This is an optimization exercise on Yosys and OpenROAD, whose aim is small area, a short achievable clock period and few clock cycles per item, not a production implementation.
In this exercise RTL edits were held to simulation tests only and were not proved equivalent to the original.
Power figures rest on the tool's default switching activity, not on a simulated workload.

==> flow/design.v, too long to show whole: its modules and the start of the top module <==
// module control_fsm: 46 lines
// module processing_unit: 416 lines
// module max_pooling_layer_26x26: 10 lines
// module dense_rom: 1358 lines
// module dense_layer: 272 lines
// module cnn_top: 48 lines
module cnn_top(
    input clk,
    input reset,
    input start,
    output [9:0] img_addr,
    input  [7:0] img_pixel,
    output reg prediction,
    output reg done,
    output signed [31:0] score0,
    output signed [31:0] score1
);
  // ...
==> flow/flow/run.sh <==
#!/bin/bash
# The standard layout (standard.sh) with these changes:
#  - synthesis: the standard flow's own script (synth_recipe.tcl) with -noabc added to its
#    Yosys synth calls, so that the adders written out in the RTL reach
#    extract_fa as written (ABC still maps the whole design afterwards);
#    registers are not affected;
#  - timing repair aimed below the clock period: the resizer works on every
#    path with less than 11.7 ns of slack at the design's 16 ns clock;
#  - a clock tree without dummy loads: clkbuf_8 buffers (clkbuf_16 root),
#    clusters of up to 18 sinks;
#  - half-adder cells added to the platform's don't-use list, so synthesis
#    extracts only full adders.
# Full tool output goes to standard.log (and ORFS's logs under orfs/logs).
W=$PWD
sed 's/yosys synth -nofsm -noshare /yosys synth -nofsm -noshare -noabc /' synth_recipe.tcl > my_synth.tcl
grep -q -- '-noabc' my_synth.tcl || { echo "could not derive my_synth.tcl" > standard.log; exit 1; }
bash standard.sh SYNTH_SCRIPT=$W/my_synth.tcl SETUP_SLACK_MARGIN=11.7 \
  "CTS_ARGS=-sink_clustering_enable -repair_clock_nets -dont_use_dummy_load -buf_list sky130_fd_sc_hd__clkbuf_8 -root_buf sky130_fd_sc_hd__clkbuf_16 -sink_clustering_size 18 -sink_clustering_max_diameter 60" \
  "DONT_USE_CELLS=sky130_fd_sc_hd__probe_p_8 sky130_fd_sc_hd__probec_p_8 sky130_fd_sc_hd__lpflow_bleeder_1 sky130_fd_sc_hd__lpflow_clkbufkapwr_1 sky130_fd_sc_hd__lpflow_clkbufkapwr_16 sky130_fd_sc_hd__lpflow_clkbufkapwr_2 sky130_fd_sc_hd__lpflow_clkbufkapwr_4 sky130_fd_sc_hd__lpflow_clkbufkapwr_8 sky130_fd_sc_hd__lpflow_clkinvkapwr_1 sky130_fd_sc_hd__lpflow_clkinvkapwr_16 sky130_fd_sc_hd__lpflow_clkinvkapwr_2 sky130_fd_sc_hd__lpflow_clkinvkapwr_4 sky130_fd_sc_hd__lpflow_clkinvkapwr_8 sky130_fd_sc_hd__lpflow_decapkapwr_12 sky130_fd_sc_hd__lpflow_decapkapwr_3 sky130_fd_sc_hd__lpflow_decapkapwr_4 sky130_fd_sc_hd__lpflow_decapkapwr_6 sky130_fd_sc_hd__lpflow_decapkapwr_8 sky130_fd_sc_hd__lpflow_inputiso0n_1 sky130_fd_sc_hd__lpflow_inputiso0p_1 sky130_fd_sc_hd__lpflow_inputiso1n_1 sky130_fd_sc_hd__lpflow_inputiso1p_1 sky130_fd_sc_hd__lpflow_inputisolatch_1 sky130_fd_sc_hd__lpflow_isobufsrc_1 sky130_fd_sc_hd__lpflow_isobufsrc_16 sky130_fd_sc_hd__lpflow_isobufsrc_2 sky130_fd_sc_hd__lpflow_isobufsrc_4 sky130_fd_sc_hd__lpflow_isobufsrc_8 sky130_fd_sc_hd__lpflow_isobufsrckapwr_16 sky130_fd_sc_hd__lpflow_lsbuf_lh_hl_isowell_tap_1 sky130_fd_sc_hd__lpflow_lsbuf_lh_hl_isowell_tap_2 sky130_fd_sc_hd__lpflow_lsbuf_lh_hl_isowell_tap_4 sky130_fd_sc_hd__lpflow_lsbuf_lh_isowell_4 sky130_fd_sc_hd__lpflow_lsbuf_lh_isowell_tap_1 sky130_fd_sc_hd__lpflow_lsbuf_lh_isowell_tap_2 sky130_fd_sc_hd__lpflow_lsbuf_lh_isowell_tap_4 sky130_fd_sc_hd__ha_1 sky130_fd_sc_hd__ha_2 sky130_fd_sc_hd__ha_4" \
  finish > standard.log 2>&1
==> flow/standard.sh <==
#!/bin/bash
# synth_recipe.tcl (not shown) runs the flow's synth.tcl, then flattens the netlist and writes it again
# the make line also repeats each setting of config.mk as NAME=value (left out here)
make -C /OpenROAD-flow-scripts/flow DESIGN_CONFIG=/design/flow/config.mk WORK_HOME=/design/flow/orfs CLKGATE_MAP_FILE= SYNTH_SCRIPT=/design/flow/synth_recipe.tcl "${@:-finish}"
==> flow/config.mk <==
export PLATFORM = sky130hd
export DESIGN_NAME = cnn_top
export DESIGN_NICKNAME = cnn_top
export VERILOG_FILES = /design/flow/design.v
export SDC_FILE = /design/flow/constraint.sdc
export NUM_CORES = 8
export LEC_CHECK = 0
export ABC_AREA = 1
export CAP_MARGIN = 20
export CORE_MARGIN = 2
export CORE_UTILIZATION = 40
export PLACE_DENSITY = 0.6
export SLEW_MARGIN = 20
export SYNTH_MEMORY_MAX_BITS = 65536
==> flow/constraint.sdc <==
create_clock -name core_clock -period 16.0 [get_ports {clk}]
set_input_delay 3.2000 -clock core_clock [delete_from_list [all_inputs] [get_ports {clk}]]
set_output_delay 3.2000 -clock core_clock [all_outputs]
set_load 0.01 [all_outputs]
==> run notes, run 1 <==
* Post-CTS Hold Buffers at 0
* Clk pwr share at 0.159
* Vias at 16400
* Register Area at 0.00891 mm²
* CP Buf/Inv Count at 1
* Skew final at 0.0936 ns
* Placement Cell Area at 0.0222 mm²
* Cell-by-cell trace of the critical path: buf_6
* Grt total ovfl at 0
* Rows at 83
* Power, Total at 3.61 mW
* Compound-Gate Fraction of Synth Area at 0.112
* Least-Margin Pin Slew at 1.04 ns
* DR iter-0 viols at 1288
* Peak Freq at 231 MHz
* First-pass GRT wire length at 108000 µm
* Period minus WS final at 4.32 ns
* Multi-input combinational area share at 0.434
* Pre-CTS setup slack at 11.49 ns
* H-tree depth at 2
* Die Wd at 231 µm
* Non-clk invs at 395
* Reg-to-reg endpoint: DENSE.acc1[5]
* Die ar. at 0.0533 mm²
* Longest Clk Path Bufs at 3
* Mean Syn Cell Area at 9.03 µm²
* Max-slew violation total from the final report at 0
* Status: finished clean
* Post-DP HPWL at 55800 µm
* Synth Flop Type: dfxtp_1
* Slowest cell on crit path: dfrtp_1
* FFs & Latches at 423
* Via density at 5.29
Testbench counts, summed over its fixed seeds: cycles 32,724, items 36.
==> module control_fsm, before the edit <==
module control_fsm(
    input clk,
    input reset,
    input start,
    output reg busy,
    output reg [9:0] addr,
    output reg [1:0] band,
    output reg [3:0] m,
    output reg [3:0] i,
    output reg e,
    output reg ep,
    output reg en,
    output fin
);
    wire short_b = (band >= 2'd1);
    wire last_i = (i == (short_b ? 4'd9 : 4'd11));
    assign fin = (band == 2'd3) && (i == 4'd5) && (e == 1'b1);
    always @(posedge clk) begin
        ep <= busy ? ~e : start;
        en <= busy ? e : ~start;
    end
    always @(posedge clk or posedge reset) begin
        if (reset) begin
            busy <= 1'b0; addr <= 10'd0; band <= 2'd0; m <= 4'd0; i <= 4'd0; e <= 1'b0;
        end else if (!busy) begin
            busy <= start; e <= start; addr <= {9'd0, start};
        end else if (fin) begin
            busy <= 1'b0; addr <= 10'd0; band <= 2'd0; m <= 4'd0; i <= 4'd0; e <= 1'b0;
        end else if (!e) begin
            e <= 1'b1; addr <= addr + 10'd1;
        end else begin
            e <= 1'b0;
            if (!last_i) begin
                i <= i + 4'd1; addr <= addr + 10'd27;
            end else begin
                i <= 4'd0;
                if (m != 4'd13) begin
                    m <= m + 4'd1;
                    addr <= addr - (short_b ? 10'd251 : 10'd307);
                end else begin
                    m <= 4'd0; band <= band + 2'd1; addr <= addr - 10'd55;
                end
            end
        end
    end
endmodule
==> module processing_unit, before the edit <==
module processing_unit(
    input clk,
    input short_band,
    input ep,                    
    input en,                    
    input [7:0] pixel_in,
    output reg [15:0] conv
);
    localparam NDL = 28;
    localparam HB = 12;
    localparam HS = 10;
    reg [7:0] d [0:NDL-1];
    integer k;
    always @(posedge clk) begin
        d[0] <= pixel_in;
        for (k = 1; k < NDL; k = k + 1) d[k] <= d[k-1];
        if (short_band) d[2*HB-2] <= d[2*HS-3];
    end
    wire [7:0] y21 = ep ? d[0] : d[2*HB-2];
    wire [7:0] y11 = en ? d[2*HB] : d[2];
    wire [7:0] y01 = en ? d[2*HB+2] : d[4];
    wire [7:0] y20 = d[2*HB-1];
    wire [7:0] y10 = d[2*HB+1];
    wire [7:0] y00 = d[2*HB+3];
    wire ca_1 = y20[2] ^ y20[4];
    wire ca_2 = y20[2] | y20[4];
    wire ca_3 = y20[3] ^ y20[5];
    wire ca_4 = y20[3] | y20[5];
    wire ca_5 = y10[1] ^ y00[0] ^ y00[7];
    wire ca_6 = (y10[1] & y00[0]) | (y10[1] & y00[7]) | (y00[0] & y00[7]);
    wire ca_7 = y20[4] ^ y20[6];
    wire ca_8 = y20[4] & y20[6];
    wire ca_9 = y20[0] ^ y20[2] ^ y20[3];
    wire ca_10 = (y20[0] & y20[2]) | (y20[0] & y20[3]) | (y20[2] & y20[3]);
    wire ca_11 = y20[1] ^ y20[3] ^ y20[4];
    wire ca_12 = (y20[1] & y20[3]) | (y20[1] & y20[4]) | (y20[3] & y20[4]);
    wire ca_13 = y10[3] ^ y00[5];
    wire ca_14 = y10[3] & y00[5];
    wire ca_15 = y20[5] ^ y10[4] ^ y00[6];
    wire ca_16 = (y20[5] & y10[4]) | (y20[5] & y00[6]) | (y10[4] & y00[6]);
    wire ca_17 = y21[0] ^ y21[2] ^ y21[4];
    wire ca_18 = (y21[0] & y21[2]) | (y21[0] & y21[4]) | (y21[2] & y21[4]);
    wire ca_19 = y10[0] ^ ca_1;
    wire ca_20 = y10[0] | ca_1;
    wire ca_21 = y20[6] ^ y10[5] ^ ca_2;
    wire ca_22 = (y20[6] & y10[5]) | (y20[6] & ca_2) | (y10[5] & ca_2);
    wire ca_23 = y21[1] ^ y21[3] ^ y21[5];
    wire ca_24 = (y21[1] & y21[3]) | (y21[1] & y21[5]) | (y21[3] & y21[5]);
    wire ca_25 = ca_3 ^ ca_5 ^ y21[7];
    wire ca_26 = (ca_3 & ca_5) | (ca_3 & y21[7]) | (ca_5 & y21[7]);
    wire ca_27 = y11[5] ^ y01[0];
    wire ca_28 = y11[5] | y01[0];
    wire ca_29 = y20[7] ^ y10[2] ^ y00[1];
    wire ca_30 = (y20[7] & y10[2]) | (y20[7] & y00[1]) | (y10[2] & y00[1]);
    wire ca_31 = y10[6] ^ ca_4 ^ ca_7;
    wire ca_32 = (y10[6] & ca_4) | (y10[6] & ca_7) | (ca_4 & ca_7);
    wire ca_33 = y21[2] ^ y21[4] ^ y21[6];
    wire ca_34 = (y21[2] & y21[4]) | (y21[2] & y21[6]) | (y21[4] & y21[6]);
    wire ca_35 = ca_6 ^ y11[6] ^ y01[1];
    wire ca_36 = (ca_6 & y11[6]) | (ca_6 & y01[1]) | (y11[6] & y01[1]);
    wire ca_37 = y20[5] ^ y20[7];
    wire ca_38 = y20[5] | ~y20[7];
    wire ca_39 = y10[3] ^ y10[7] ^ y00[2];
    wire ca_40 = (y10[3] & y10[7]) | (y10[3] & y00[2]) | (y10[7] & y00[2]);
    wire ca_41 = ca_8 ^ y21[3] ^ y21[5];
    wire ca_42 = (ca_8 & y21[3]) | (ca_8 & y21[5]) | (y21[3] & y21[5]);
    wire ca_43 = ~y11[7];
    wire ca_44 = y21[7] ^ ca_43 ^ y01[2];
    wire ca_45 = (y21[7] & ca_43) | (y21[7] & y01[2]) | (ca_43 & y01[2]);
    wire ca_46 = y20[6] ^ y10[4];
    wire ca_47 = y20[6] | ~y10[4];
    wire ca_48 = y21[4] ^ y00[3];
    wire ca_49 = y21[4] & ~y00[3];
    wire ca_50 = y20[7] ^ y10[5];
    wire ca_51 = y20[7] & y10[5];
    wire ca_52 = y20[0] ^ y20[1];
    wire ca_53 = y20[0] | y20[1];
    wire ca_54 = y10[0] ^ y00[2];
    wire ca_55 = y10[0] & y00[2];
    wire ca_56 = y20[1] ^ y20[2] ^ y10[1];
    wire ca_57 = (y20[1] & y20[2]) | (y20[1] & y10[1]) | (y20[2] & y10[1]);
    wire ca_58 = y00[3] ^ y21[1] ^ y21[3];
    wire ca_59 = (y00[3] & y21[1]) | (y00[3] & y21[3]) | (y21[1] & y21[3]);
    wire ca_60 = y10[2] ^ y00[4] ^ ca_9;
    wire ca_61 = (y10[2] & y00[4]) | (y10[2] & ca_9) | (y00[4] & ca_9);
    wire ca_62 = y21[0] ^ y21[2] ^ y21[4];
    wire ca_63 = (y21[0] & y21[2]) | (y21[0] & y21[4]) | (y21[2] & y21[4]);
    wire ca_64 = y01[0] ^ y11[2];
    wire ca_65 = y01[0] & ~y11[2];
    wire ca_66 = ca_13 ^ ca_10 ^ ca_11;
    wire ca_67 = (ca_13 & ca_10) | (ca_13 & ca_11) | (ca_10 & ca_11);
    wire ca_68 = y21[1] ^ y21[3] ^ y21[5];
    wire ca_69 = (y21[1] & y21[3]) | (y21[1] & y21[5]) | (y21[3] & y21[5]);
    wire ca_70 = ~y11[3];
    wire ca_71 = ca_70 ^ y01[1] ^ y01[5];
    wire ca_72 = (ca_70 & y01[1]) | (ca_70 & y01[5]) | (y01[1] & y01[5]);
    wire ca_73 = ca_14 ^ ca_12 ^ ca_15;
    wire ca_74 = (ca_14 & ca_12) | (ca_14 & ca_15) | (ca_12 & ca_15);
    wire ca_75 = ca_19 ^ y21[6] ^ y01[2];
    wire ca_76 = (ca_19 & y21[6]) | (ca_19 & y01[2]) | (y21[6] & y01[2]);
    wire ca_77 = ~y11[4];
    wire ca_78 = ca_77 ^ y01[6] ^ ca_17;
    wire ca_79 = (ca_77 & y01[6]) | (ca_77 & ca_17) | (y01[6] & ca_17);
    wire ca_80 = ca_16 ^ y01[3] ^ ca_21;
    wire ca_81 = (ca_16 & y01[3]) | (ca_16 & ca_21) | (y01[3] & ca_21);
    wire ca_82 = ca_27 ^ ca_18 ^ ca_23;
    wire ca_83 = (ca_27 & ca_18) | (ca_27 & ca_23) | (ca_18 & ca_23);
    wire ca_84 = ca_20 ^ y01[7] ^ ca_25;
    wire ca_85 = (ca_20 & y01[7]) | (ca_20 & ca_25) | (y01[7] & ca_25);
    wire ca_86 = ca_22 ^ y01[4] ^ ca_31;
    wire ca_87 = (ca_22 & y01[4]) | (ca_22 & ca_31) | (y01[4] & ca_31);
    wire ca_88 = ca_29 ^ ca_28 ^ ca_26;
    wire ca_89 = (ca_29 & ca_28) | (ca_29 & ca_26) | (ca_28 & ca_26);
    wire ca_90 = ~ca_35;
    wire ca_91 = ca_24 ^ ca_33 ^ ca_90;
    wire ca_92 = (ca_24 & ca_33) | (ca_24 & ca_90) | (ca_33 & ca_90);
    wire ca_93 = ca_37 ^ ca_32 ^ y01[5];
    wire ca_94 = (ca_37 & ca_32) | (ca_37 & y01[5]) | (ca_32 & y01[5]);
    wire ca_95 = ca_30 ^ ca_39 ^ ca_36;
    wire ca_96 = (ca_30 & ca_39) | (ca_30 & ca_36) | (ca_39 & ca_36);
    wire ca_97 = ~ca_44;
    wire ca_98 = ca_34 ^ ca_41 ^ ca_97;
    wire ca_99 = (ca_34 & ca_41) | (ca_34 & ca_97) | (ca_41 & ca_97);
    wire ca_100 = ca_38 ^ ca_46 ^ y21[6];
    wire ca_101 = (ca_38 & ca_46) | (ca_38 & y21[6]) | (ca_46 & y21[6]);
    wire ca_102 = ca_40 ^ y01[3] ^ ca_48;
    wire ca_103 = (ca_40 & y01[3]) | (ca_40 & ca_48) | (y01[3] & ca_48);
    wire ca_104 = ~ca_45;
    wire ca_105 = y01[6] ^ ca_42 ^ ca_104;
    wire ca_106 = (y01[6] & ca_42) | (y01[6] & ca_104) | (ca_42 & ca_104);
    wire ca_107 = ~ca_47;
    wire ca_108 = y00[4] ^ ca_107 ^ ca_50;
    wire ca_109 = (y00[4] & ca_107) | (y00[4] & ca_50) | (ca_107 & ca_50);
    wire ca_110 = y21[7] ^ y01[4] ^ y01[7];
    wire ca_111 = (y21[7] & y01[4]) | (y21[7] & y01[7]) | (y01[4] & y01[7]);
    wire ca_112 = y21[5] ^ ca_49;
    wire ca_113 = y21[5] & ca_49;
    wire ca_114 = y10[6] ^ y00[5];
    wire ca_115 = y10[6] & y00[5];
    wire ca_116 = y21[6] ^ ca_51;
    wire ca_117 = y21[6] & ~ca_51;
    wire ca_118 = ca_54 ^ y21[0] ^ y21[2];
    wire ca_119 = (ca_54 & y21[0]) | (ca_54 & y21[2]) | (y21[0] & y21[2]);
    wire ca_120 = ca_53 ^ ca_55 ^ ca_56;
    wire ca_121 = (ca_53 & ca_55) | (ca_53 & ca_56) | (ca_55 & ca_56);
    wire ca_122 = y01[3] ^ y11[1];
    wire ca_123 = y01[3] & ~y11[1];
    wire ca_124 = ca_57 ^ y01[4] ^ ca_60;
    wire ca_125 = (ca_57 & y01[4]) | (ca_57 & ca_60) | (y01[4] & ca_60);
    wire ca_126 = ~ca_64;
    wire ca_127 = ca_126 ^ ca_59 ^ ca_62;
    wire ca_128 = (ca_126 & ca_59) | (ca_126 & ca_62) | (ca_59 & ca_62);
    wire ca_129 = ca_61 ^ ca_65 ^ ca_66;
    wire ca_130 = (ca_61 & ca_65) | (ca_61 & ca_66) | (ca_65 & ca_66);
    wire ca_131 = ca_63 ^ ca_68 ^ ca_71;
    wire ca_132 = (ca_63 & ca_68) | (ca_63 & ca_71) | (ca_68 & ca_71);
    wire ca_133 = ca_67 ^ ca_73 ^ ca_69;
    wire ca_134 = (ca_67 & ca_73) | (ca_67 & ca_69) | (ca_73 & ca_69);
    wire ca_135 = ca_72 ^ ca_75 ^ ca_78;
    wire ca_136 = (ca_72 & ca_75) | (ca_72 & ca_78) | (ca_75 & ca_78);
    wire ca_137 = ca_74 ^ ca_76 ^ ca_80;
    wire ca_138 = (ca_74 & ca_76) | (ca_74 & ca_80) | (ca_76 & ca_80);
    wire ca_139 = ~ca_84;
    wire ca_140 = ca_79 ^ ca_82 ^ ca_139;
    wire ca_141 = (ca_79 & ca_82) | (ca_79 & ca_139) | (ca_82 & ca_139);
    wire ca_142 = ca_81 ^ ca_86 ^ ca_83;
    wire ca_143 = (ca_81 & ca_86) | (ca_81 & ca_83) | (ca_86 & ca_83);
    wire ca_144 = ~ca_91;
    wire ca_145 = ca_85 ^ ca_88 ^ ca_144;
    wire ca_146 = (ca_85 & ca_88) | (ca_85 & ca_144) | (ca_88 & ca_144);
    wire ca_147 = ca_87 ^ ca_93 ^ ca_92;
    wire ca_148 = (ca_87 & ca_93) | (ca_87 & ca_92) | (ca_93 & ca_92);
    wire ca_149 = ~ca_98;
    wire ca_150 = ca_89 ^ ca_95 ^ ca_149;
    wire ca_151 = (ca_89 & ca_95) | (ca_89 & ca_149) | (ca_95 & ca_149);
    wire ca_152 = ca_94 ^ ca_100 ^ ca_99;
    wire ca_153 = (ca_94 & ca_100) | (ca_94 & ca_99) | (ca_100 & ca_99);
    wire ca_154 = ~ca_105;
    wire ca_155 = ca_102 ^ ca_96 ^ ca_154;
    wire ca_156 = (ca_102 & ca_96) | (ca_102 & ca_154) | (ca_96 & ca_154);
    wire ca_157 = ca_108 ^ ca_110 ^ ca_103;
    wire ca_158 = (ca_108 & ca_110) | (ca_108 & ca_103) | (ca_110 & ca_103);
    wire ca_159 = ca_101 ^ ca_112 ^ ca_106;
    wire ca_160 = (ca_101 & ca_112) | (ca_101 & ca_106) | (ca_112 & ca_106);
    wire ca_161 = ca_114 ^ ca_109 ^ y01[5];
    wire ca_162 = (ca_114 & ca_109) | (ca_114 & y01[5]) | (ca_109 & y01[5]);
    wire ca_163 = ~ca_113;
    wire ca_164 = ca_116 ^ ca_111 ^ ca_163;
    wire ca_165 = (ca_116 & ca_111) | (ca_116 & ca_163) | (ca_111 & ca_163);
    wire ca_166 = ~y10[7];
    wire ca_167 = ca_166 ^ y00[6] ^ ca_115;
    wire ca_168 = (ca_166 & y00[6]) | (ca_166 & ca_115) | (y00[6] & ca_115);
    wire ca_169 = ~ca_117;
    wire ca_170 = y21[7] ^ y01[6] ^ ca_169;
    wire ca_171 = (y21[7] & y01[6]) | (y21[7] & ca_169) | (y01[6] & ca_169);
    wire ca_172 = y20[0] ^ y00[1];
    wire ca_173 = y20[0] & y00[1];
    wire ca_174 = ~y01[2];
    wire ca_175 = ca_52 ^ y11[0] ^ ca_174;
    wire ca_176 = (ca_52 & y11[0]) | (ca_52 & ca_174) | (y11[0] & ca_174);
    wire ca_177 = ca_120 ^ ca_119 ^ ca_58;
    wire ca_178 = (ca_120 & ca_119) | (ca_120 & ca_58) | (ca_119 & ca_58);
    wire ca_179 = ca_121 ^ ca_123 ^ ca_124;
    wire ca_180 = (ca_121 & ca_123) | (ca_121 & ca_124) | (ca_123 & ca_124);
    wire ca_181 = ca_125 ^ ca_129 ^ ca_128;
    wire ca_182 = (ca_125 & ca_129) | (ca_125 & ca_128) | (ca_129 & ca_128);
    wire ca_183 = ca_130 ^ ca_133 ^ ca_132;
    wire ca_184 = (ca_130 & ca_133) | (ca_130 & ca_132) | (ca_133 & ca_132);
    wire ca_185 = ca_134 ^ ca_137 ^ ca_136;
    wire ca_186 = (ca_134 & ca_137) | (ca_134 & ca_136) | (ca_137 & ca_136);
    wire ca_187 = ca_138 ^ ca_142 ^ ca_141;
    wire ca_188 = (ca_138 & ca_142) | (ca_138 & ca_141) | (ca_142 & ca_141);
    wire ca_189 = ~ca_146;
    wire ca_190 = ca_143 ^ ca_147 ^ ca_189;
    wire ca_191 = (ca_143 & ca_147) | (ca_143 & ca_189) | (ca_147 & ca_189);
    wire ca_192 = ~ca_155;
    wire ca_193 = ca_148 ^ ca_152 ^ ca_192;
    wire ca_194 = (ca_148 & ca_152) | (ca_148 & ca_192) | (ca_152 & ca_192);
    wire ca_195 = ~ca_157;
    wire ca_196 = ca_195 ^ ca_153 ^ ca_159;
    wire ca_197 = (ca_195 & ca_153) | (ca_195 & ca_159) | (ca_153 & ca_159);
    wire ca_198 = ca_161 ^ ca_164 ^ ca_158;
    wire ca_199 = (ca_161 & ca_164) | (ca_161 & ca_158) | (ca_164 & ca_158);
    wire ca_200 = ca_167 ^ ca_162 ^ ca_170;
    wire ca_201 = (ca_167 & ca_162) | (ca_167 & ca_170) | (ca_162 & ca_170);
    wire ca_202 = ~ca_168;
    wire ca_203 = y00[7] ^ ca_202 ^ y01[7];
    wire ca_204 = (y00[7] & ca_202) | (y00[7] & y01[7]) | (ca_202 & y01[7]);
    wire ca_205 = y00[0] ^ y21[0];
    wire ca_206 = y00[0] & y21[0];
    wire ca_207 = ca_172 ^ y21[1] ^ y01[1];
    wire ca_208 = (ca_172 & y21[1]) | (ca_172 & y01[1]) | (y21[1] & y01[1]);
    wire ca_209 = ~ca_175;
    wire ca_210 = ca_173 ^ ca_118 ^ ca_209;
    wire ca_211 = (ca_173 & ca_118) | (ca_173 & ca_209) | (ca_118 & ca_209);
    wire ca_212 = ~ca_177;
    wire ca_213 = ca_122 ^ ca_176 ^ ca_212;
    wire ca_214 = (ca_122 & ca_176) | (ca_122 & ca_212) | (ca_176 & ca_212);
    wire ca_215 = ca_178 ^ ca_127 ^ ca_179;
    wire ca_216 = (ca_178 & ca_127) | (ca_178 & ca_179) | (ca_127 & ca_179);
    wire ca_217 = ca_131 ^ ca_180 ^ ca_181;
    wire ca_218 = (ca_131 & ca_180) | (ca_131 & ca_181) | (ca_180 & ca_181);
    wire ca_219 = ca_182 ^ ca_183 ^ ca_135;
    wire ca_220 = (ca_182 & ca_183) | (ca_182 & ca_135) | (ca_183 & ca_135);
    wire ca_221 = ca_184 ^ ca_140 ^ ca_185;
    wire ca_222 = (ca_184 & ca_140) | (ca_184 & ca_185) | (ca_140 & ca_185);
    wire ca_223 = ~ca_145;
    wire ca_224 = ca_223 ^ ca_186 ^ ca_187;
    wire ca_225 = (ca_223 & ca_186) | (ca_223 & ca_187) | (ca_186 & ca_187);
    wire ca_226 = ~ca_150;
    wire ca_227 = ca_226 ^ ca_188 ^ ca_190;
    wire ca_228 = (ca_226 & ca_188) | (ca_226 & ca_190) | (ca_188 & ca_190);
    wire ca_229 = ~ca_151;
    wire ca_230 = ca_229 ^ ca_191 ^ ca_193;
    wire ca_231 = (ca_229 & ca_191) | (ca_229 & ca_193) | (ca_191 & ca_193);
    wire ca_232 = ~ca_156;
    wire ca_233 = ca_232 ^ ca_196 ^ ca_194;
    wire ca_234 = (ca_232 & ca_196) | (ca_232 & ca_194) | (ca_196 & ca_194);
    wire ca_235 = ~ca_198;
    wire ca_236 = ca_160 ^ ca_235 ^ ca_197;
    wire ca_237 = (ca_160 & ca_235) | (ca_160 & ca_197) | (ca_235 & ca_197);
    wire ca_238 = ca_165 ^ ca_200 ^ ca_199;
    wire ca_239 = (ca_165 & ca_200) | (ca_165 & ca_199) | (ca_200 & ca_199);
    wire ca_240 = ~ca_203;
    wire ca_241 = ca_240 ^ ca_171 ^ ca_201;
    wire ca_242 = (ca_240 & ca_171) | (ca_240 & ca_201) | (ca_171 & ca_201);
    reg [15:0] ps, pc;
    always @(posedge clk) begin
        ps <= {ca_204, ca_241, ca_238, ca_236, ca_231, ca_228, ca_225, ca_222, ca_220, ca_218, ca_216, ca_214, ca_211, ca_208, ca_206, y01[0]};
        pc <= {ca_242, ca_239, ca_237, ca_234, ca_233, ca_230, ca_227, ca_224, ca_221, ca_219, ca_217, ca_215, ca_213, ca_210, ca_207, ca_205};
    end
    wire [7:0] x22 = d[0];
    wire [7:0] x12 = d[2];
    wire cb_1 = x22[2] ^ x22[0];
    wire cb_2 = x22[2] | ~x22[0];
    wire cb_3 = x22[3] ^ x12[1] ^ ps[5];
    wire cb_4 = (x22[3] & x12[1]) | (x22[3] & ps[5]) | (x12[1] & ps[5]);
    wire cb_5 = x22[4] ^ x12[2] ^ ps[6];
    wire cb_6 = (x22[4] & x12[2]) | (x22[4] & ps[6]) | (x12[2] & ps[6]);
    wire cb_7 = x22[0] ^ x22[3];
    wire cb_8 = x22[0] | ~x22[3];
    wire cb_9 = x22[5] ^ x22[7] ^ x12[3];
    wire cb_10 = (x22[5] & x22[7]) | (x22[5] & x12[3]) | (x22[7] & x12[3]);
    wire cb_11 = x22[1] ^ x22[6] ^ x12[4];
    wire cb_12 = (x22[1] & x22[6]) | (x22[1] & x12[4]) | (x22[6] & x12[4]);
    wire cb_13 = x12[7] ^ x22[4];
    wire cb_14 = x12[7] & ~x22[4];
    wire cb_15 = x22[2] ^ x12[5] ^ ps[9];
    wire cb_16 = (x22[2] & x12[5]) | (x22[2] & ps[9]) | (x12[5] & ps[9]);
    wire cb_17 = x22[3] ^ x22[6];
    wire cb_18 = x22[3] | ~x22[6];
    wire cb_19 = x22[4] ^ x22[7];
    wire cb_20 = x22[4] | x22[7];
    wire cb_21 = x22[1] ^ x12[0];
    wire cb_22 = x22[1] & x12[0];
    wire cb_23 = x22[0] ^ ps[2] ^ pc[2];
    wire cb_24 = (x22[0] & ps[2]) | (x22[0] & pc[2]) | (ps[2] & pc[2]);
    wire cb_25 = x22[3] ^ x12[2] ^ pc[3];
    wire cb_26 = (x22[3] & x12[2]) | (x22[3] & pc[3]) | (x12[2] & pc[3]);
    wire cb_27 = x22[4] ^ x12[3] ^ ps[4];
    wire cb_28 = (x22[4] & x12[3]) | (x22[4] & ps[4]) | (x12[3] & ps[4]);
    wire cb_29 = x12[0] ^ pc[4];
    wire cb_30 = x12[0] & pc[4];
    wire cb_31 = x22[1] ^ x22[5] ^ x12[4];
    wire cb_32 = (x22[1] & x22[5]) | (x22[1] & x12[4]) | (x22[5] & x12[4]);
    wire cb_33 = pc[5] ^ cb_2 ^ cb_3;
    wire cb_34 = (pc[5] & cb_2) | (pc[5] & cb_3) | (cb_2 & cb_3);
    wire cb_35 = x22[2] ^ x22[6] ^ x12[5];
    wire cb_36 = (x22[2] & x22[6]) | (x22[2] & x12[5]) | (x22[6] & x12[5]);
    wire cb_37 = pc[6] ^ cb_4 ^ cb_5;
    wire cb_38 = (pc[6] & cb_4) | (pc[6] & cb_5) | (cb_4 & cb_5);
    wire cb_39 = ps[7] ^ pc[7] ^ cb_7;
    wire cb_40 = (ps[7] & pc[7]) | (ps[7] & cb_7) | (pc[7] & cb_7);
    wire cb_41 = ~x12[6];
    wire cb_42 = cb_41 ^ cb_6 ^ cb_9;
    wire cb_43 = (cb_41 & cb_6) | (cb_41 & cb_9) | (cb_6 & cb_9);
    wire cb_44 = ps[8] ^ pc[8] ^ cb_8;
    wire cb_45 = (ps[8] & pc[8]) | (ps[8] & cb_8) | (pc[8] & cb_8);
    wire cb_46 = ~cb_13;
    wire cb_47 = cb_46 ^ cb_10 ^ cb_11;
    wire cb_48 = (cb_46 & cb_10) | (cb_46 & cb_11) | (cb_10 & cb_11);
    wire cb_49 = ~pc[9];
    wire cb_50 = x22[5] ^ x22[7] ^ cb_49;
    wire cb_51 = (x22[5] & x22[7]) | (x22[5] & cb_49) | (x22[7] & cb_49);
    wire cb_52 = cb_14 ^ cb_12 ^ cb_15;
    wire cb_53 = (cb_14 & cb_12) | (cb_14 & cb_15) | (cb_12 & cb_15);
    wire cb_54 = x12[6] ^ ps[10] ^ pc[10];
    wire cb_55 = (x12[6] & ps[10]) | (x12[6] & pc[10]) | (ps[10] & pc[10]);
    wire cb_56 = cb_17 ^ cb_16;
    wire cb_57 = cb_17 & cb_16;
    wire cb_58 = ps[11] ^ pc[11] ^ cb_18;
    wire cb_59 = (ps[11] & pc[11]) | (ps[11] & cb_18) | (pc[11] & cb_18);
    wire cb_60 = x12[7] ^ cb_19;
    wire cb_61 = x12[7] | cb_19;
    wire cb_62 = x22[5] ^ ps[12] ^ pc[12];
    wire cb_63 = (x22[5] & ps[12]) | (x22[5] & pc[12]) | (ps[12] & pc[12]);
    wire cb_64 = x22[6] ^ ps[13];
    wire cb_65 = x22[6] | ~ps[13];
    wire cb_66 = ps[0] ^ x22[0];
    wire cb_67 = ps[0] | ~x22[0];
    wire cb_68 = ps[1] ^ pc[1];
    wire cb_69 = ps[1] & pc[1];
    wire cb_70 = x22[2] ^ x12[1] ^ cb_22;
    wire cb_71 = (x22[2] & x12[1]) | (x22[2] & cb_22) | (x12[1] & cb_22);
    wire cb_72 = x22[1] ^ ps[3] ^ cb_24;
    wire cb_73 = (x22[1] & ps[3]) | (x22[1] & cb_24) | (ps[3] & cb_24);
    wire cb_74 = ~cb_26;
    wire cb_75 = cb_29 ^ cb_1 ^ cb_74;
    wire cb_76 = (cb_29 & cb_1) | (cb_29 & cb_74) | (cb_1 & cb_74);
    wire cb_77 = ~cb_30;
    wire cb_78 = cb_77 ^ cb_28 ^ cb_31;
    wire cb_79 = (cb_77 & cb_28) | (cb_77 & cb_31) | (cb_28 & cb_31);
    wire cb_80 = ~cb_34;
    wire cb_81 = cb_32 ^ cb_35 ^ cb_80;
    wire cb_82 = (cb_32 & cb_35) | (cb_32 & cb_80) | (cb_35 & cb_80);
    wire cb_83 = cb_39 ^ cb_38 ^ cb_42;
    wire cb_84 = (cb_39 & cb_38) | (cb_39 & cb_42) | (cb_38 & cb_42);
    wire cb_85 = cb_40 ^ cb_44 ^ cb_43;
    wire cb_86 = (cb_40 & cb_44) | (cb_40 & cb_43) | (cb_44 & cb_43);
    wire cb_87 = cb_45 ^ cb_48 ^ cb_52;
    wire cb_88 = (cb_45 & cb_48) | (cb_45 & cb_52) | (cb_48 & cb_52);
    wire cb_89 = cb_54 ^ cb_56 ^ cb_53;
    wire cb_90 = (cb_54 & cb_56) | (cb_54 & cb_53) | (cb_56 & cb_53);
    wire cb_91 = cb_55 ^ cb_60 ^ cb_57;
    wire cb_92 = (cb_55 & cb_60) | (cb_55 & cb_57) | (cb_60 & cb_57);
    wire cb_93 = cb_20 ^ cb_62 ^ cb_59;
    wire cb_94 = (cb_20 & cb_62) | (cb_20 & cb_59) | (cb_62 & cb_59);
    wire cb_95 = pc[13] ^ cb_64;
    wire cb_96 = pc[13] & cb_64;
    wire cb_97 = x22[7] ^ ps[14] ^ pc[14];
    wire cb_98 = (x22[7] & ps[14]) | (x22[7] & pc[14]) | (ps[14] & pc[14]);
    wire cb_99 = ps[15] ^ pc[15];
    wire cb_100 = ps[15] | ~pc[15];
    wire cb_101 = cb_67 ^ cb_68;
    wire cb_102 = cb_67 & cb_68;
    wire cb_103 = ~cb_70;
    wire cb_104 = cb_69 ^ cb_23 ^ cb_103;
    wire cb_105 = (cb_69 & cb_23) | (cb_69 & cb_103) | (cb_23 & cb_103);
    wire cb_106 = ~cb_72;
    wire cb_107 = cb_25 ^ cb_71 ^ cb_106;
    wire cb_108 = (cb_25 & cb_71) | (cb_25 & cb_106) | (cb_71 & cb_106);
    wire cb_109 = ~cb_27;
    wire cb_110 = cb_109 ^ cb_73 ^ cb_75;
    wire cb_111 = (cb_109 & cb_73) | (cb_109 & cb_75) | (cb_73 & cb_75);
    wire cb_112 = ~cb_78;
    wire cb_113 = cb_76 ^ cb_112 ^ cb_33;
    wire cb_114 = (cb_76 & cb_112) | (cb_76 & cb_33) | (cb_112 & cb_33);
    wire cb_115 = ~cb_37;
    wire cb_116 = cb_79 ^ cb_115 ^ cb_81;
    wire cb_117 = (cb_79 & cb_115) | (cb_79 & cb_81) | (cb_115 & cb_81);
    wire cb_118 = ~cb_83;
    wire cb_119 = cb_36 ^ cb_82 ^ cb_118;
    wire cb_120 = (cb_36 & cb_82) | (cb_36 & cb_118) | (cb_82 & cb_118);
    wire cb_121 = cb_47 ^ cb_84 ^ cb_85;
    wire cb_122 = (cb_47 & cb_84) | (cb_47 & cb_85) | (cb_84 & cb_85);
    wire cb_123 = ~cb_50;
    wire cb_124 = cb_123 ^ cb_86 ^ cb_87;
    wire cb_125 = (cb_123 & cb_86) | (cb_123 & cb_87) | (cb_86 & cb_87);
    wire cb_126 = ~cb_51;
    wire cb_127 = cb_126 ^ cb_88 ^ cb_89;
    wire cb_128 = (cb_126 & cb_88) | (cb_126 & cb_89) | (cb_88 & cb_89);
    wire cb_129 = cb_58 ^ cb_91 ^ cb_90;
    wire cb_130 = (cb_58 & cb_91) | (cb_58 & cb_90) | (cb_91 & cb_90);
    wire cb_131 = ~cb_61;
    wire cb_132 = cb_131 ^ cb_92 ^ cb_93;
    wire cb_133 = (cb_131 & cb_92) | (cb_131 & cb_93) | (cb_92 & cb_93);
    wire cb_134 = cb_63 ^ cb_95 ^ cb_94;
    wire cb_135 = (cb_63 & cb_95) | (cb_63 & cb_94) | (cb_95 & cb_94);
    wire cb_136 = ~cb_97;
    wire cb_137 = cb_65 ^ cb_96 ^ cb_136;
    wire cb_138 = (cb_65 & cb_96) | (cb_65 & cb_136) | (cb_96 & cb_136);
    wire cb_139 = cb_99 ^ cb_98;
    wire cb_140 = cb_99 & ~cb_98;
    always @(posedge clk)
        conv <= {~cb_139, cb_137, cb_133, cb_132, cb_128, cb_125, cb_122, cb_121, ~cb_117, cb_114, cb_111, ~cb_108, cb_105, cb_102, ~cb_21, pc[0]} + {cb_138, cb_135, cb_134, cb_130, cb_129, cb_127, cb_124, ~cb_120, ~cb_119, ~cb_116, cb_113, cb_110, ~cb_107, cb_104, cb_101, cb_66};
endmodule
==> run 2, diff against run 1 <==
--- a/flow/design.v
+++ b/flow/design.v
@@ -18,14 +18,15 @@
     assign fin = (band == 2'd3) && (i == 4'd5) && (e == 1'b1);
     always @(posedge clk) begin
-        ep <= busy ? ~e : start;
-        en <= busy ? e : ~start;
+        ep <= busy & ~e;
+        en <= ~busy | e;
     end
     always @(posedge clk or posedge reset) begin
-        if (reset) begin
-            busy <= 1'b0; addr <= 10'd0; band <= 2'd0; m <= 4'd0; i <= 4'd0; e <= 1'b0;
-        end else if (!busy) begin
-            busy <= start; e <= start; addr <= {9'd0, start};
-        end else if (fin) begin
-            busy <= 1'b0; addr <= 10'd0; band <= 2'd0; m <= 4'd0; i <= 4'd0; e <= 1'b0;
+        if (reset) busy <= 1'b0;
+        else if (!busy) busy <= start;
+        else if (fin) busy <= 1'b0;
+    end
+    always @(posedge clk) begin
+        if (!busy || fin) begin
+            addr <= 10'd0; band <= 2'd0; m <= 4'd0; i <= 4'd0; e <= 1'b0;
         end else if (!e) begin
             e <= 1'b1; addr <= addr + 10'd1;
@@ -71,4 +72,5 @@
     wire [7:0] y10 = d[2*HB+1];
     wire [7:0] y00 = d[2*HB+3];
+    wire [7:0] y12 = d[1];
     wire ca_1 = y20[2] ^ y20[4];
     wire ca_2 = y20[2] | y20[4];
==> flow/flow/run.sh (replaced) <==
#!/bin/bash
# The standard layout (standard.sh) with these make settings:
#  - timing repair aimed below the clock period: the resizer works on every
#    path with less than 11.6 ns of slack at the design's 16 ns clock;
#  - a clock tree without dummy loads: clkbuf_8 buffers, clusters of up to 18 sinks;
#  - half-adder cells added to the platform's don't-use list, so synthesis
#    extracts only full adders.
# Full tool output goes to standard.log (and ORFS's logs under orfs/logs).
bash standard.sh SETUP_SLACK_MARGIN=11.6 \
  "CTS_ARGS=-sink_clustering_enable -repair_clock_nets -dont_use_dummy_load -buf_list sky130_fd_sc_hd__clkbuf_8 -root_buf sky130_fd_sc_hd__clkbuf_16 -sink_clustering_size 18 -sink_clustering_max_diameter 60" \
  "DONT_USE_CELLS=sky130_fd_sc_hd__probe_p_8 sky130_fd_sc_hd__probec_p_8 sky130_fd_sc_hd__lpflow_bleeder_1 sky130_fd_sc_hd__lpflow_clkbufkapwr_1 sky130_fd_sc_hd__lpflow_clkbufkapwr_16 sky130_fd_sc_hd__lpflow_clkbufkapwr_2 sky130_fd_sc_hd__lpflow_clkbufkapwr_4 sky130_fd_sc_hd__lpflow_clkbufkapwr_8 sky130_fd_sc_hd__lpflow_clkinvkapwr_1 sky130_fd_sc_hd__lpflow_clkinvkapwr_16 sky130_fd_sc_hd__lpflow_clkinvkapwr_2 sky130_fd_sc_hd__lpflow_clkinvkapwr_4 sky130_fd_sc_hd__lpflow_clkinvkapwr_8 sky130_fd_sc_hd__lpflow_decapkapwr_12 sky130_fd_sc_hd__lpflow_decapkapwr_3 sky130_fd_sc_hd__lpflow_decapkapwr_4 sky130_fd_sc_hd__lpflow_decapkapwr_6 sky130_fd_sc_hd__lpflow_decapkapwr_8 sky130_fd_sc_hd__lpflow_inputiso0n_1 sky130_fd_sc_hd__lpflow_inputiso0p_1 sky130_fd_sc_hd__lpflow_inputiso1n_1 sky130_fd_sc_hd__lpflow_inputiso1p_1 sky130_fd_sc_hd__lpflow_inputisolatch_1 sky130_fd_sc_hd__lpflow_isobufsrc_1 sky130_fd_sc_hd__lpflow_isobufsrc_16 sky130_fd_sc_hd__lpflow_isobufsrc_2 sky130_fd_sc_hd__lpflow_isobufsrc_4 sky130_fd_sc_hd__lpflow_isobufsrc_8 sky130_fd_sc_hd__lpflow_isobufsrckapwr_16 sky130_fd_sc_hd__lpflow_lsbuf_lh_hl_isowell_tap_1 sky130_fd_sc_hd__lpflow_lsbuf_lh_hl_isowell_tap_2 sky130_fd_sc_hd__lpflow_lsbuf_lh_hl_isowell_tap_4 sky130_fd_sc_hd__lpflow_lsbuf_lh_isowell_4 sky130_fd_sc_hd__lpflow_lsbuf_lh_isowell_tap_1 sky130_fd_sc_hd__lpflow_lsbuf_lh_isowell_tap_2 sky130_fd_sc_hd__lpflow_lsbuf_lh_isowell_tap_4 sky130_fd_sc_hd__ha_1 sky130_fd_sc_hd__ha_2 sky130_fd_sc_hd__ha_4" \
  finish > standard.log 2>&1
==> run notes, run 2 <==
* Critical path's top delay family: flip-flops (unchanged)
* Grt total ovfl at 0 (unchanged)
* Hold endpoint: CONV.d[2][3] (was CONV.d[16][4])
* Die ar. at 0.0536 mm² (was 0.0533 mm²)
* Hold depth at 0 (unchanged)
* Number of synthesized flops with an enable pin at 16 (unchanged)
* Most common cell after layout, fill and taps aside: inv_1 (unchanged)
* Drt total wl at 68600 µm (was 72500 µm)
* Worst r2r path cells at 14 (was 10)
* FF-to-FF Start: SEQ.i[2] (was DENSE.dig1[2])
* IO Port Bufs at 86 (unchanged)
* PwrDens at 148 mW/mm² (was 156 mW/mm²)
* Final worst slack at 11.64 ns (was 11.68 ns)
* Most frequent cell after synthesis: inv_1 (was dfxtp_1)
* Reg with most FFs: CONV.d (unchanged)
* Vias in the first global route at 16600 (was 16700)
* Initial antenna violation count at 0 (was 4)
* Setup violations, final at 0 (unchanged)
* Maximum number of pins on one net before global-route repair at 61 (was 64)
* DR iter-0 viols at 1429 (was 1288)
* Maxcap violations at 0 (unchanged)
* Hold wc startpoint: CONV.d[1][3] (was CONV.d[15][4])
* Leakage power total at 10.4 nW (was 10.8 nW)
* Core box area at 0.0513 mm² (was 0.0511 mm²)
* DR WL/cell at 22.0 µm (was 23.3 µm)
* Synth Flop Type: dfxtp_1 (unchanged)
* Skew final at 0.0911 ns (was 0.0936 ns)
* Cell-by-cell trace of the critical path: clkdlybuf4s15_2 (was buf_6)
* Yosys top cell area share at 0.390 (was 0.372)
* Crit Path Category: reg -> out (unchanged)
* Largest regs: CONV.d: 224 flops, DENSE.acc0: 28 flops, DENSE.acc1: 28 flops (unchanged)
* Yosys cell types at 66 (was 69)
* Final instance area at 0.0229 mm² (was 0.0232 mm²)
* Area growth, synth to finish at 10.6% (was 12.7%)
* Final Cycle Share at 0.272 (was 0.270)
* Post-synthesis adder-cell area fraction at 0.181 (was 0.184)
* Slowest cell on crit path: dfxtp_2 (was dfrtp_1)
* Normalized max-slew margin at 0.354 (was 0.302)
* Main area contributors after synthesis: dfxtp_1 (39%), fa_1 (18%), inv_1 (8.1%) (was dfxtp_1 (37%), fa_1 (18%), inv_1 (6.9%))
* CTS tree: built (unchanged)
* Mean Syn Cell Area at 8.77 µm² (was 9.03 µm²)
* Clock Latency Late Sink at 0.55 ns (about the same)
* Finished Layout Cells at 3122 (was 3111)
* Die height at 232 µm (was 231 µm)
* Reg-to-reg endpoint: DENSE.dig0[0] (was DENSE.acc1[5])
* Commonest cells after routing, fill and taps aside: inv_1 (449), dfxtp_1 (354), nand2_1 (325) (was inv_1 (375), nand2_1 (332), dfxtp_1 (318))
* Power, Total at 3.39 mW (was 3.61 mW)
* Least-Margin Pin Slew at 0.956 ns (was 1.04 ns)
* Rows at 83 (unchanged)
* Post-synthesis simple-gate area fraction at 0.148 (was 0.150)
* Worst EP required at 12.80 ns (about the same)
* CP Max Fanout at 3 (was 2)
* Worst hold slack at 0.289 ns (was 0.292 ns)
* Asr flop ratio synth at 0.00709 (was 0.0567)
* Post-Synthesis Cells at 2362 (was 2281)
* First-pass GRT wire length at 103000 µm (was 108000 µm)
* Sequential area share after synthesis at 0.417 (was 0.425)
* RSZ-0062 raised after global routing: true (unchanged)
* Area leader, netlist: dfxtp_1 (unchanged)
* Crit path DAT at 1.16 ns (was 1.12 ns)
* Clock-pin slew on the worst setup and hold paths at 0.08 ns (was 0.10 ns)
* Largest family of logic cells by synthesized area: adder cells (unchanged)
* Critical Path Start Type: flip-flop (unchanged)
* Max FFs per register at 224 (unchanged)
* Antenna Nets Post-Route at 0 (unchanged)
* Compound-Gate Fraction of Synth Area at 0.110 (was 0.112)
* DRC violations left at 0 (unchanged)
* Max-slew violation total from the final report at 0 (unchanged)
* Synth Area in XOR/XNOR at 0.0385 (was 0.0378)
* Status: finished clean (unchanged)
* Placement Cell Area at 0.0223 mm² (was 0.0222 mm²)
* Post-DP HPWL at 53200 µm (was 55800 µm)
* Yosys reg bits at 423 (unchanged)
* CTS root buf: clkbuf_16 (unchanged)
* Min-delay worst type: reg -> reg (unchanged)
* Fin util at 0.446 (was 0.455)
* Ports at 87 (unchanged)
* Fin nets at 2641 (was 2632)
* Post-synth top cells: inv_1 (449), dfxtp_1 (404), nand2_1 (325) (was dfxtp_1 (383), inv_1 (380), nand2_1 (335))
* Synthesized net count at 2559 (was 2480)
* Longest Clk Path Bufs at 3 (unchanged)
* Global-route usage over all layers at 0.260 (was 0.276)
* Peak Freq at 229 MHz (was 231 MHz)
* R2r setup slk at 11.84 ns (was 11.82 ns)
* H-tree depth at 2 (unchanged)
* Starting Density at 0.404 (was 0.403)
* Antenna fix cells at 0 (unchanged)
* Warnings from Yosys at 6 (unchanged)
* Die Wd at 232 µm (was 231 µm)
* Via density at 5.22 (was 5.29)
* Vias at 16300 (was 16400)
* CP peak stage delay at 0.38 ns (was 0.43 ns)
* Share of layout cells above drive strength 1 at 0.0913 (was 0.145)
* # clock sinks at 423 (unchanged)
* Critical Path Stages at 1 (unchanged)
* TNS Setup at 0 ns (unchanged)
* Area of the mapped netlist at 0.0207 mm² (was 0.0206 mm²)
* CP Buf/Inv Count at 1 (unchanged)
* Worst VDD drop at 0.000134 V (was 0.000147 V)
* Post-synthesis mux area share at 0.00459 (was 0.00431)
* Pre-CTS setup slack at 11.69 ns (was 11.49 ns)
* Final hold violations at 0 (unchanged)
* CP endpoint kind: output port (unchanged)
* Placed Cells at 3077 (was 3004)
* Drt pass-1 iters at 7 (was 5)
* Gpl congestion at 1.09 (about the same)
* Period minus WS final at 4.36 ns (was 4.32 ns)
* TritonCTS Buffers at 38 (unchanged)
-- run 2: worst max path at each step --
stage,startpoint,to,slack (ns)
final,DENSE.acc1[2],score1[2],11.64
after detailed placement,CONV.d[0][3],CONV.conv[15],11.69
after floorplan,DENSE.dig1[2],DENSE.acc1[5],12.12
after CTS,DENSE.acc1[27],score1[28],11.54
after global placement,SEQ.en,CONV.pc[9],11.71
after global routing,CONV.d[0][3],CONV.conv[15],11.48
-- run 2: kinds of logic (layout without fill, tap and decap cells) --
group | Yosys count | in the layout
xor+xnor | 91 | 91
flops | 423 | 423
simple gates | 736 | 736
fa+ha+maj | 189 | 189
buf+inv | 534 | 614
mux | 9 | 9
compound gates | 380 | 380
-- run 2: repair_timing --
item,CTS,global route
endpoints found under the hold margin,0,0
gates resized for setup,218,44
endpoints found under the setup margin,76,44
hold buffers,0,0
buffers inserted,5,2
-- run 2: where the power goes --
| group | switching (mW) | internal [mW] | total, mW |
|---|---|---|---|
| sequential | 0.101 | 1.27 | 1.37 |
| combinational | 0.845 | 0.604 | 1.45 |
| clock | 0.327 | 0.241 | 0.568 |
| total | 1.27 | 2.12 | 3.39 |
-- run 2: cell type report --
cell class | instances | area (µm²)
fill | 5153 | 28400
multi-input combinational | 1405 | 10000
sequential | 423 | 8750
inverter | 465 | 1750
timing repair buffer | 111 | 950
tap | 680 | 851
clock buffer | 38 | 579
-- run 2: metal layers --
layer / track usage / wire length (µm)
met5: 0 / 0
met1: 0.353 / 30000
met3: 0.0522 / 5520
met4: 0.112 / 3400
met2: 0.404 / 29700
Testbench counts of run 2, summed over its fixed seeds: cycles 32,760, items 36.
==> run 3, diff against run 2 <==
==> flow/flow/run.sh (replaced) <==
#!/bin/bash
# The standard layout (standard.sh) with these make settings:
#  - timing repair aimed below the clock period: the resizer works on every
#    path with less than 11.75 ns of slack at the design's 16 ns clock;
#  - a clock tree without dummy loads: clkbuf_8 buffers, clusters of up to 18 sinks;
#  - half-adder cells added to the platform's don't-use list, so synthesis
#    extracts only full adders.
# Full tool output goes to standard.log (and ORFS's logs under orfs/logs).
bash standard.sh SETUP_SLACK_MARGIN=11.75 \
  "CTS_ARGS=-sink_clustering_enable -repair_clock_nets -dont_use_dummy_load -buf_list sky130_fd_sc_hd__clkbuf_8 -root_buf sky130_fd_sc_hd__clkbuf_16 -sink_clustering_size 18 -sink_clustering_max_diameter 60" \
  "DONT_USE_CELLS=sky130_fd_sc_hd__probe_p_8 sky130_fd_sc_hd__probec_p_8 sky130_fd_sc_hd__lpflow_bleeder_1 sky130_fd_sc_hd__lpflow_clkbufkapwr_1 sky130_fd_sc_hd__lpflow_clkbufkapwr_16 sky130_fd_sc_hd__lpflow_clkbufkapwr_2 sky130_fd_sc_hd__lpflow_clkbufkapwr_4 sky130_fd_sc_hd__lpflow_clkbufkapwr_8 sky130_fd_sc_hd__lpflow_clkinvkapwr_1 sky130_fd_sc_hd__lpflow_clkinvkapwr_16 sky130_fd_sc_hd__lpflow_clkinvkapwr_2 sky130_fd_sc_hd__lpflow_clkinvkapwr_4 sky130_fd_sc_hd__lpflow_clkinvkapwr_8 sky130_fd_sc_hd__lpflow_decapkapwr_12 sky130_fd_sc_hd__lpflow_decapkapwr_3 sky130_fd_sc_hd__lpflow_decapkapwr_4 sky130_fd_sc_hd__lpflow_decapkapwr_6 sky130_fd_sc_hd__lpflow_decapkapwr_8 sky130_fd_sc_hd__lpflow_inputiso0n_1 sky130_fd_sc_hd__lpflow_inputiso0p_1 sky130_fd_sc_hd__lpflow_inputiso1n_1 sky130_fd_sc_hd__lpflow_inputiso1p_1 sky130_fd_sc_hd__lpflow_inputisolatch_1 sky130_fd_sc_hd__lpflow_isobufsrc_1 sky130_fd_sc_hd__lpflow_isobufsrc_16 sky130_fd_sc_hd__lpflow_isobufsrc_2 sky130_fd_sc_hd__lpflow_isobufsrc_4 sky130_fd_sc_hd__lpflow_isobufsrc_8 sky130_fd_sc_hd__lpflow_isobufsrckapwr_16 sky130_fd_sc_hd__lpflow_lsbuf_lh_hl_isowell_tap_1 sky130_fd_sc_hd__lpflow_lsbuf_lh_hl_isowell_tap_2 sky130_fd_sc_hd__lpflow_lsbuf_lh_hl_isowell_tap_4 sky130_fd_sc_hd__lpflow_lsbuf_lh_isowell_4 sky130_fd_sc_hd__lpflow_lsbuf_lh_isowell_tap_1 sky130_fd_sc_hd__lpflow_lsbuf_lh_isowell_tap_2 sky130_fd_sc_hd__lpflow_lsbuf_lh_isowell_tap_4 sky130_fd_sc_hd__ha_1 sky130_fd_sc_hd__ha_2 sky130_fd_sc_hd__ha_4" \
  finish > standard.log 2>&1
==> run notes, run 3 <==
* Reg with most FFs: CONV.d (unchanged)
* Most frequent cell after synthesis: inv_1 (unchanged)
* Finished Layout Cells at 3169 (was 3122)
* Die Wd at 232 µm (unchanged)
* First-pass GRT wire length at 104000 µm (was 103000 µm)
* Number of synthesized flops with an enable pin at 16 (unchanged)
* Largest regs: CONV.d: 224 flops, DENSE.acc0: 28 flops, DENSE.acc1: 28 flops (unchanged)
* DR WL/cell at 21.9 µm (was 22.0 µm)
* R2r setup slk at 11.82 ns (was 11.84 ns)
* Post-synth top cells: inv_1 (449), dfxtp_1 (404), nand2_1 (325) (unchanged)
* Gpl congestion at 1.09 (unchanged)
* Reg-to-reg endpoint: DENSE.dig0[0] (unchanged)
* Die height at 232 µm (unchanged)
* RSZ-0062 raised after global routing: true (unchanged)
* Max FFs per register at 224 (unchanged)
* Skew final at 0.0932 ns (was 0.0911 ns)
* Via density at 5.21 (was 5.22)
* Status: finished clean (unchanged)
* Synth Flop Type: dfxtp_1 (unchanged)
* Leakage power total at 10.7 nW (was 10.4 nW)
* Cell-by-cell trace of the critical path: buf_6 (was clkdlybuf4s15_2)
* Clock Latency Late Sink at 0.55 ns (about the same)
* Yosys reg bits at 423 (unchanged)
* Maxcap violations at 0 (unchanged)
* Post-DP HPWL at 53200 µm (unchanged)
* Maximum number of pins on one net before global-route repair at 61 (unchanged)
* TNS Setup at 0 ns (unchanged)
* CP peak stage delay at 0.42 ns (was 0.38 ns)
* Crit path DAT at 1.08 ns (was 1.16 ns)
* Mean Syn Cell Area at 8.77 µm² (unchanged)
* FF-to-FF Start: SEQ.i[2] (unchanged)
* Drt total wl at 69500 µm (was 68600 µm)
* CP Max Fanout at 7 (was 3)
* CP endpoint kind: output port (unchanged)
* Placed Cells at 3077 (unchanged)
* Core box area at 0.0513 mm² (unchanged)
* Period minus WS final at 4.28 ns (was 4.36 ns)
* Drt pass-1 iters at 9 (was 7)
* Worst EP required at 12.80 ns (about the same)
* Antenna Nets Post-Route at 0 (unchanged)
* Clock-pin slew on the worst setup and hold paths at 0.09 ns (was 0.08 ns)
* Area of the mapped netlist at 0.0207 mm² (unchanged)
* Worst VDD drop at 0.000133 V (was 0.000134 V)
* Post-CTS Hold Buffers at 0 (unchanged)
* Crit Path Category: reg -> out (unchanged)
* Commonest cells after routing, fill and taps aside: inv_1 (449), dfxtp_1 (332), nand2_1 (325) (was inv_1 (449), dfxtp_1 (354), nand2_1 (325))
* Post-Synthesis Cells at 2362 (unchanged)
* Hold depth at 0 (unchanged)
* Antenna fix cells at 0 (unchanged)
* Initial antenna violation count at 0 (unchanged)
* Final Cycle Share at 0.268 (was 0.272)
* Peak Freq at 234 MHz (was 229 MHz)
* Ports at 87 (unchanged)
* Grt total ovfl at 0 (unchanged)
* Synthesized net count at 2559 (unchanged)
* H-tree depth at 2 (unchanged)
* Rows at 83 (unchanged)
* Vias in the first global route at 16900 (was 16600)
* Min-delay worst type: reg -> reg (unchanged)
* Max-slew violation total from the final report at 0 (unchanged)
* Share of layout cells above drive strength 1 at 0.130 (was 0.0913)
* Hold wc startpoint: CONV.d[1][3] (unchanged)
* Die ar. at 0.0536 mm² (unchanged)
* Hold endpoint: CONV.d[2][3] (unchanged)
* TritonCTS Buffers at 38 (unchanged)
* Most common cell after layout, fill and taps aside: inv_1 (unchanged)
* Global-route usage over all layers at 0.263 (was 0.260)
* Starting Density at 0.404 (unchanged)
* Area growth, synth to finish at 12.3% (was 10.6%)
* Setup violations, final at 0 (unchanged)
* CP Buf/Inv Count at 1 (unchanged)
* CTS tree: built (unchanged)
* Final hold violations at 0 (unchanged)
* Critical Path Start Type: flip-flop (unchanged)
* Critical path's top delay family: flip-flops (unchanged)
* Vias at 16500 (was 16300)
* # clock sinks at 423 (unchanged)
* Main area contributors after synthesis: dfxtp_1 (39%), fa_1 (18%), inv_1 (8.1%) (unchanged)
* Sequential area share after synthesis at 0.417 (unchanged)
* PwrDens at 148 mW/mm² (about the same)
* Longest Clk Path Bufs at 3 (unchanged)
* Worst r2r path cells at 14 (unchanged)
* DRC violations left at 0 (unchanged)
* Critical Path Stages at 1 (unchanged)
* Least-Margin Pin Slew at 0.993 ns (was 0.956 ns)
* Yosys top cell area share at 0.390 (unchanged)
* Yosys cell types at 66 (unchanged)
* Normalized max-slew margin at 0.329 (was 0.354)
* CTS root buf: clkbuf_16 (unchanged)
* Power, Total at 3.45 mW (was 3.39 mW)
* Slowest cell on crit path: dfxtp_4 (was dfxtp_2)
* DR iter-0 viols at 1424 (was 1429)
* Warnings from Yosys at 6 (unchanged)
* IO Port Bufs at 86 (unchanged)
* Worst hold slack at 0.285 ns (was 0.289 ns)
* Asr flop ratio synth at 0.00709 (unchanged)
* Area leader, netlist: dfxtp_1 (unchanged)
* Fin nets at 2688 (was 2641)
## run 3: cell counts after synthesis
Identical to the previous run, type by type.
## run 3: area by class of cell
type | instances | area [µm²]
Tap cell | 680 | 851
Multi-Input combinational cell | 1405 | 10000
Inverter | 465 | 1750
Sequential cell | 423 | 8790
Fill cell | 5109 | 28000
Clock buffer | 38 | 579
Timing Repair Buffer | 158 | 1260
## run 3: per-layer routing
metal | vias to the layer above | GRT usage | part of all wire
met1 | 8015 | 0.353 | 0.43
met3 | 178 | 0.0550 | 0.080
met4 | 0 | 0.112 | 0.047
li1 | 7599 | - | -
met5 | - | 0 | 0
met2 | 718 | 0.410 | 0.44
## run 3: kinds of logic after synthesis
family          Yosys count  synth area share
compound gates          380             0.110
xor+xnor                 91            0.0385
fa+ha+maj               189             0.181
buf+inv                 534            0.0998
flops                   423             0.417
mux                       9           0.00459
simple gates            736             0.148
## run 3: how the worst max path moves through the flow
stage	start	to	slack [ns]
after floorplan	DENSE.dig1[2]	DENSE.acc1[5]	12.12
after global placement	SEQ.en	CONV.pc[9]	11.71
after detailed placement	CONV.d[0][3]	CONV.conv[15]	11.69
after CTS	DENSE.acc1[27]	score1[28]	11.65
after global routing	CONV.d[0][3]	CONV.conv[15]	11.58
final	DENSE.acc1[27]	score1[28]	11.72
## run 3: power breakdown
part           internal [mW]  switching, mW
logic                  0.643          0.872
registers               1.27         0.0939
clock network          0.241          0.329
## run 3: repair_timing
item	CTS	global route
gates resized for setup	424	18
buffers inserted	49	5
endpoints found under the setup margin	79	44
## run 3: metrics by stage
stage	setup WS, ns	cell area (µm²)	utilization
floorplan	12.12	20700	-
global placement	11.71	22300	0.434
detailed placement	11.69	22300	0.434
CTS	11.65	23200	0.452
global route	11.58	23300	0.453
finish	11.72	23300	0.453

## static timing again, ports no longer ideal
Ports are ideal in the flow. The routed layouts listed here were re-timed in OpenROAD. Step 1: set_driving_cell puts a clkbuf_16 on clk and a buf_2 on each other input, an assumption about the parent block. Step 2 moves the port delays by t, midway between the first and last clock arrival at a register: inputs arrive t later, outputs are due t later. That takes back most of the time a late clock gives input paths. Three values: no drivers, after step 1, after step 2; two values: the first two.
run | shift t [ns] | slack for setup (ns) | clock arrival spread, ns
run 1 | 0.561 | 11.676 / 11.619 / 11.682 | 0.095 / 0.096
run 2 | 0.560 | 11.642 / 11.581 / 11.845 | 0.096 / 0.097
run 3 | 0.563 | 11.719 / 11.658 / 11.819 | 0.097 / 0.098
After both steps every run listed still meets setup and hold.
